This design comes from an exercise in tuning for small area and a short achievable clock period on the open sky130 flow, not from production work.
In this exercise RTL edits were held to simulation tests only and were not proved equivalent to the original.

==> try-lagoon <==
==> flow/design.v <==
`timescale 1ns / 1ns
module regfile(
    input clk,
    input rst,
    input [1:0] writeEn,
    input writeFlag,
    input [3:0] rdReg1,
    output [7:0] rdData1,
    output [7:0] rdData1Lo,
    input [3:0] rdReg2,
    output [7:0] rdData2,
    output [7:0] rdData2Lo,
    input [7:0] flagData,
    output [7:0] rdFlag,
    input [3:0] wrReg,
    input [15:0] wrData
);
    reg [7:0] regs [0:10];
    reg [7:0] flags;
    wire [10:0] we, hold;
    wire ev_hi, od_hi, fl_we, fl_hold;
    wr_dec u_wdec(.rst(rst), .writeEn(writeEn), .wrReg(wrReg), .writeFlag(writeFlag),
                  .we(we), .hold(hold), .ev_hi(ev_hi), .od_hi(od_hi),
                  .fl_we(fl_we), .fl_hold(fl_hold));
    wire [7:0] ev_d, od_d;
    genvar g, b;
    generate
        for (b = 0; b < 8; b = b + 1) begin : g_wd
            c_mux2 u_ev(.a0(wrData[b]), .a1(wrData[8+b]), .s(ev_hi), .y(ev_d[b]));
            c_mux2 u_od(.a0(wrData[b]), .a1(wrData[8+b]), .s(od_hi), .y(od_d[b]));
        end
        for (g = 0; g < 11; g = g + 1) begin : g_r
            wire [7:0] nx;
            for (b = 0; b < 8; b = b + 1) begin : g_b
                c_a22o u_nx(.a1(regs[g][b]), .a2(hold[g]),
                            .b1((g % 2 == 0) ? ev_d[b] : od_d[b]), .b2(we[g]), .y(nx[b]));
            end
            always @(posedge clk) regs[g] <= nx;
        end
    endgenerate
    wire [7:0] fl_nx;
    generate
        for (b = 0; b < 8; b = b + 1) begin : g_fl
            c_a22o u_nx(.a1(flags[b]), .a2(fl_hold), .b1(flagData[b]), .b2(fl_we), .y(fl_nx[b]));
        end
    endgenerate
    always @(posedge clk) flags <= fl_nx;
    assign rdFlag = flags;
    wire [87:0] rf;
    generate
        for (g = 0; g < 11; g = g + 1) begin : g_rf
            assign rf[8*g +: 8] = regs[g];
        end
    endgenerate
    rd_port u_rd1(.a(rdReg1), .rf(rf), .hi(rdData1), .lo(rdData1Lo));
    rd_port u_rd2(.a(rdReg2), .rf(rf), .hi(rdData2), .lo(rdData2Lo));
endmodule
module wr_dec(
    input rst,
    input [1:0] writeEn,
    input [3:0] wrReg,
    input writeFlag,
    output [10:0] we,
    output [10:0] hold,
    output ev_hi,
    output od_hi,
    output fl_we,
    output fl_hold
);
    wire single = ~writeEn[1] & writeEn[0];
    wire pair   = writeEn[1] & ~writeEn[0];
    wire w0 = wrReg[0];
    wire [5:0] dj;
    wire ev_same = (single | pair) & ~w0 & ~rst;
    wire ev_next = pair & w0 & ~rst;
    wire od_same = ((single & w0) | pair) & ~rst;
    genvar i;
    generate
        for (i = 0; i < 6; i = i + 1) begin : g_d
            assign dj[i] = (wrReg[3:1] == i);
        end
        for (i = 0; i < 11; i = i + 1) begin : g_w
            if (i % 2 == 1) begin : g_od
                assign we[i] = dj[i / 2] & od_same;
            end else if (i == 0) begin : g_e0
                assign we[i] = dj[0] & ev_same;
            end else begin : g_ev
                assign we[i] = (dj[i / 2] & ev_same) | (dj[i / 2 - 1] & ev_next);
            end
            assign hold[i] = ~(we[i] | rst);
        end
    endgenerate
    assign ev_hi = pair & ~w0;
    assign od_hi = pair & w0;
    assign fl_we   = writeFlag & ~rst;
    assign fl_hold = ~fl_we;
endmodule
module rd_port(
    input [3:0] a,
    input [87:0] rf,
    output [7:0] hi,
    output [7:0] lo
);
    wire [10:0] sel;
    genvar k, b;
    generate
        for (k = 0; k < 11; k = k + 1) begin : g_sel
            c_dec4 #(.K(k)) u_dec(.a(a), .y(sel[k]));
        end
        for (b = 0; b < 8; b = b + 1) begin : g_bit
            wire h0, h1, h2, h3, l0, l1, l2, l3;
            c_a222oi u_h0(.a1(sel[0]), .a2(rf[8*0+b]), .b1(sel[1]), .b2(rf[8*1+b]), .c1(sel[2]), .c2(rf[8*2+b]), .y(h0));
            c_a222oi u_h1(.a1(sel[3]), .a2(rf[8*3+b]), .b1(sel[4]), .b2(rf[8*4+b]), .c1(sel[5]), .c2(rf[8*5+b]), .y(h1));
            c_a222oi u_h2(.a1(sel[6]), .a2(rf[8*6+b]), .b1(sel[7]), .b2(rf[8*7+b]), .c1(sel[8]), .c2(rf[8*8+b]), .y(h2));
            c_a22oi  u_h3(.a1(sel[9]), .a2(rf[8*9+b]), .b1(sel[10]), .b2(rf[8*10+b]), .y(h3));
            c_nand4  u_h (.a(h0), .b(h1), .c(h2), .d(h3), .y(hi[b]));
            c_a222oi u_l0(.a1(sel[0]), .a2(rf[8*1+b]), .b1(sel[1]), .b2(rf[8*2+b]), .c1(sel[2]), .c2(rf[8*3+b]), .y(l0));
            c_a222oi u_l1(.a1(sel[3]), .a2(rf[8*4+b]), .b1(sel[4]), .b2(rf[8*5+b]), .c1(sel[5]), .c2(rf[8*6+b]), .y(l1));
            c_a222oi u_l2(.a1(sel[6]), .a2(rf[8*7+b]), .b1(sel[7]), .b2(rf[8*8+b]), .c1(sel[8]), .c2(rf[8*9+b]), .y(l2));
            c_nand2  u_l3(.a(sel[9]), .b(rf[8*10+b]), .y(l3));
            c_nand4  u_l (.a(l0), .b(l1), .c(l2), .d(l3), .y(lo[b]));
        end
    endgenerate
endmodule
module c_dec4 #(parameter K = 0) (input [3:0] a, output y);
    assign y = (a == K);
endmodule
module c_a222oi(input a1, input a2, input b1, input b2, input c1, input c2, output y);
    assign y = ~((a1 & a2) | (b1 & b2) | (c1 & c2));
endmodule
module c_a22oi(input a1, input a2, input b1, input b2, output y);
    assign y = ~((a1 & a2) | (b1 & b2));
endmodule
module c_a22o(input a1, input a2, input b1, input b2, output y);
    assign y = (a1 & a2) | (b1 & b2);
endmodule
module c_nand4(input a, input b, input c, input d, output y);
    assign y = ~(a & b & c & d);
endmodule
module c_nand2(input a, input b, output y);
    assign y = ~(a & b);
endmodule
module c_mux2(input a0, input a1, input s, output y);
    assign y = s ? a1 : a0;
endmodule
==> flow/flow/run.sh <==
#!/bin/bash
# Standard ORFS layout with two changes:
#  - after synthesis, every combinational cell is set to the smallest drive
#    strength of its family (flow/downsize.py); repair upsizes where needed;
#  - port buffers are plain buffers (buf_1) instead of the default delay cells.
set -euo pipefail
export BUFFER_PORTS_ARGS="-buffer_cell sky130_fd_sc_hd__buf_1"
R=orfs/results/sky130hd/regfile/base
bash standard.sh synth > standard_synth.log 2>&1
python3 flow/downsize.py $R/1_2_yosys.v $FLOW_HOME/platforms/sky130hd/lib/sky130_fd_sc_hd__tt_025C_1v80.lib > downsize.log 2>&1
rm -f $R/1_synth.odb $R/1_synth.sdc
bash standard.sh finish > standard_finish.log 2>&1
==> flow/flow/downsize.py <==
#!/usr/bin/env python3
"""Set every combinational cell of a synthesized netlist to the smallest-area
drive strength of its own cell family (e.g. mux2_4 -> mux2_1), so that the
placement-stage repair sizes gates up only where timing or loads need it.
Flip-flops are left as synthesis made them. Usage: downsize.py netlist.v lib"""
import re, sys
net, lib = sys.argv[1], sys.argv[2]
txt = open(lib).read()
area = {}
for m in re.finditer(r'cell\s*\(\s*"?(sky130_fd_sc_hd__\w+)"?\s*\)\s*\{(.*?)\barea\s*:\s*([\d.]+)', txt, re.S):
    area[m.group(1)] = float(m.group(3))
dont = re.compile(r'lpflow|probe|clkbuf|clkinv|clkdly|dly|tap|fill|decap|conb|diode')
fam = {}
for c, a in area.items():
    m = re.match(r'(sky130_fd_sc_hd__\w+?)_(\d+)$', c)
    if not m or dont.search(c):
        continue
    fam.setdefault(m.group(1), []).append((a, int(m.group(2)), c))
best = {f: min(v)[2] for f, v in fam.items()}
src = open(net).read()
count = {}
def sub(m):
    c = m.group(0)
    mm = re.match(r'(sky130_fd_sc_hd__\w+?)_(\d+)$', c)
    if not mm or mm.group(1) not in best:
        return c
    if re.match(r'sky130_fd_sc_hd__(dfx|dfr|dfs|dfb|edf|sdf|sedf|dl)', c):
        return c
    b = best[mm.group(1)]
    if b != c:
        count[(c, b)] = count.get((c, b), 0) + 1
    return b
out = re.sub(r'\bsky130_fd_sc_hd__\w+_\d+\b', sub, src)
open(net, 'w').write(out)
for (a, b), n in sorted(count.items()):
    print(f'{n:5d}  {a} -> {b}')
==> flow/standard.sh <==
#!/bin/bash
# synth_recipe.tcl (not shown) runs the flow's synth.tcl, then flattens the netlist and writes it again
# the make line also repeats each setting of config.mk as NAME=value (left out here)
make -C /OpenROAD-flow-scripts/flow DESIGN_CONFIG=/design/flow/config.mk WORK_HOME=/design/flow/orfs CLKGATE_MAP_FILE= SYNTH_SCRIPT=/design/flow/synth_recipe.tcl "${@:-finish}"
==> flow/config.mk <==
export PLATFORM = sky130hd
export DESIGN_NAME = regfile
export DESIGN_NICKNAME = regfile
export VERILOG_FILES = /design/flow/design.v
export SDC_FILE = /design/flow/constraint.sdc
export NUM_CORES = 4
export LEC_CHECK = 0
export CAP_MARGIN = 20
export CORE_MARGIN = 2
export CORE_UTILIZATION = 40
export CTS_BUF_LIST = sky130_fd_sc_hd__clkbuf_4 sky130_fd_sc_hd__clkbuf_8
export PLACE_DENSITY = 0.45
export SETUP_SLACK_MARGIN = 1.8
export SLEW_MARGIN = 20
export SYNTH_HIERARCHICAL = 1
export SYNTH_MINIMUM_KEEP_SIZE = 0
==> flow/constraint.sdc <==
create_clock -name core_clock -period 6.0 [get_ports {clk}]
set_input_delay 1.2000 -clock core_clock [delete_from_list [all_inputs] [get_ports {clk}]]
set_output_delay 1.2000 -clock core_clock [all_outputs]
set_load 0.01 [all_outputs]
==> try-amber: changes against try-lagoon <==
SETUP_SLACK_MARGIN = 2.3   (was 1.8)
==> flow_summary.json <==
{
  "status": "finished clean",
  "period_needed_ps": 3750,
  "dp_slack_ps": 1900,
  "dp_hpwl_um": 12900,
  "nets": 603,
  "power_frac_comb": 0.137,
  "max_stage_delay_ps": 490,
  "nMultiInputCombCells": 344,
  "rsz0062_at_grt": "yes",
  "power_frac_seq": 0.525,
  "wirelength_um": 22700,
  "fillers": 1099,
  "cpMaxStageDelayCell": "a222oi_1",
  "postLayoutCoreUtil": 0.499,
  "crit_chain": "buf_4, nor4_2, buf_6, a222oi_1, nand4_1, buf_1",
  "cp-startpoint": "rdReg2[0]",
  "grt_pass1_vias": 5018
}
The numbers above come from try-amber.

==> flow_summary.json <==
{
  "status": "finished clean",
  "crit_chain": "buf_1, and4b_1, a222oi_1, nand4_1, buf_1",
  "rsz0062_at_grt": "no",
  "max_stage_delay_ps": 880,
  "postLayoutCoreUtil": 0.485,
  "nMultiInputCombCells": 339,
  "dp_slack_ps": 1900,
  "dp_hpwl_um": 13300,
  "power_frac_seq": 0.501
}
The numbers above come from try-lagoon.

-- separate check: timing with driven ports --
The flow's constraints put no driver on any port. The routed layouts listed below were extracted and timed again, unchanged, in two steps.
Step 1 sets driving cells, clkbuf_16 on the clock port and buf_2 on the other inputs (assumed; they add their load-dependent delay and slew).
Step 2, shift: input delay + t, output delay - t, t = (earliest + latest rising clock arrival at the registers) / 2. This alone moves slack from input paths to output paths.
a / b / c = ideal / step 1 / step 2; a / b = the first two.
| run | t (ns) | setup WS [ns] | hold WS [ns] | worst slew at a driven data input, ns |
|---|---|---|---|---|
| try-lagoon | 0.397 | 1.816 / 1.791 / 1.791 | 0.489 / 0.489 / 0.489 | 0.04 |
| try-amber | 0.416 | 2.252 / 2.226 / 2.226 | 0.488 / 0.488 / 0.488 | 0.04 |
After both steps setup and hold are still met in every run listed. The setup slack of try-amber, which loses most, moves by -0.026 ns with the drivers and by -0.026 ns with both steps.
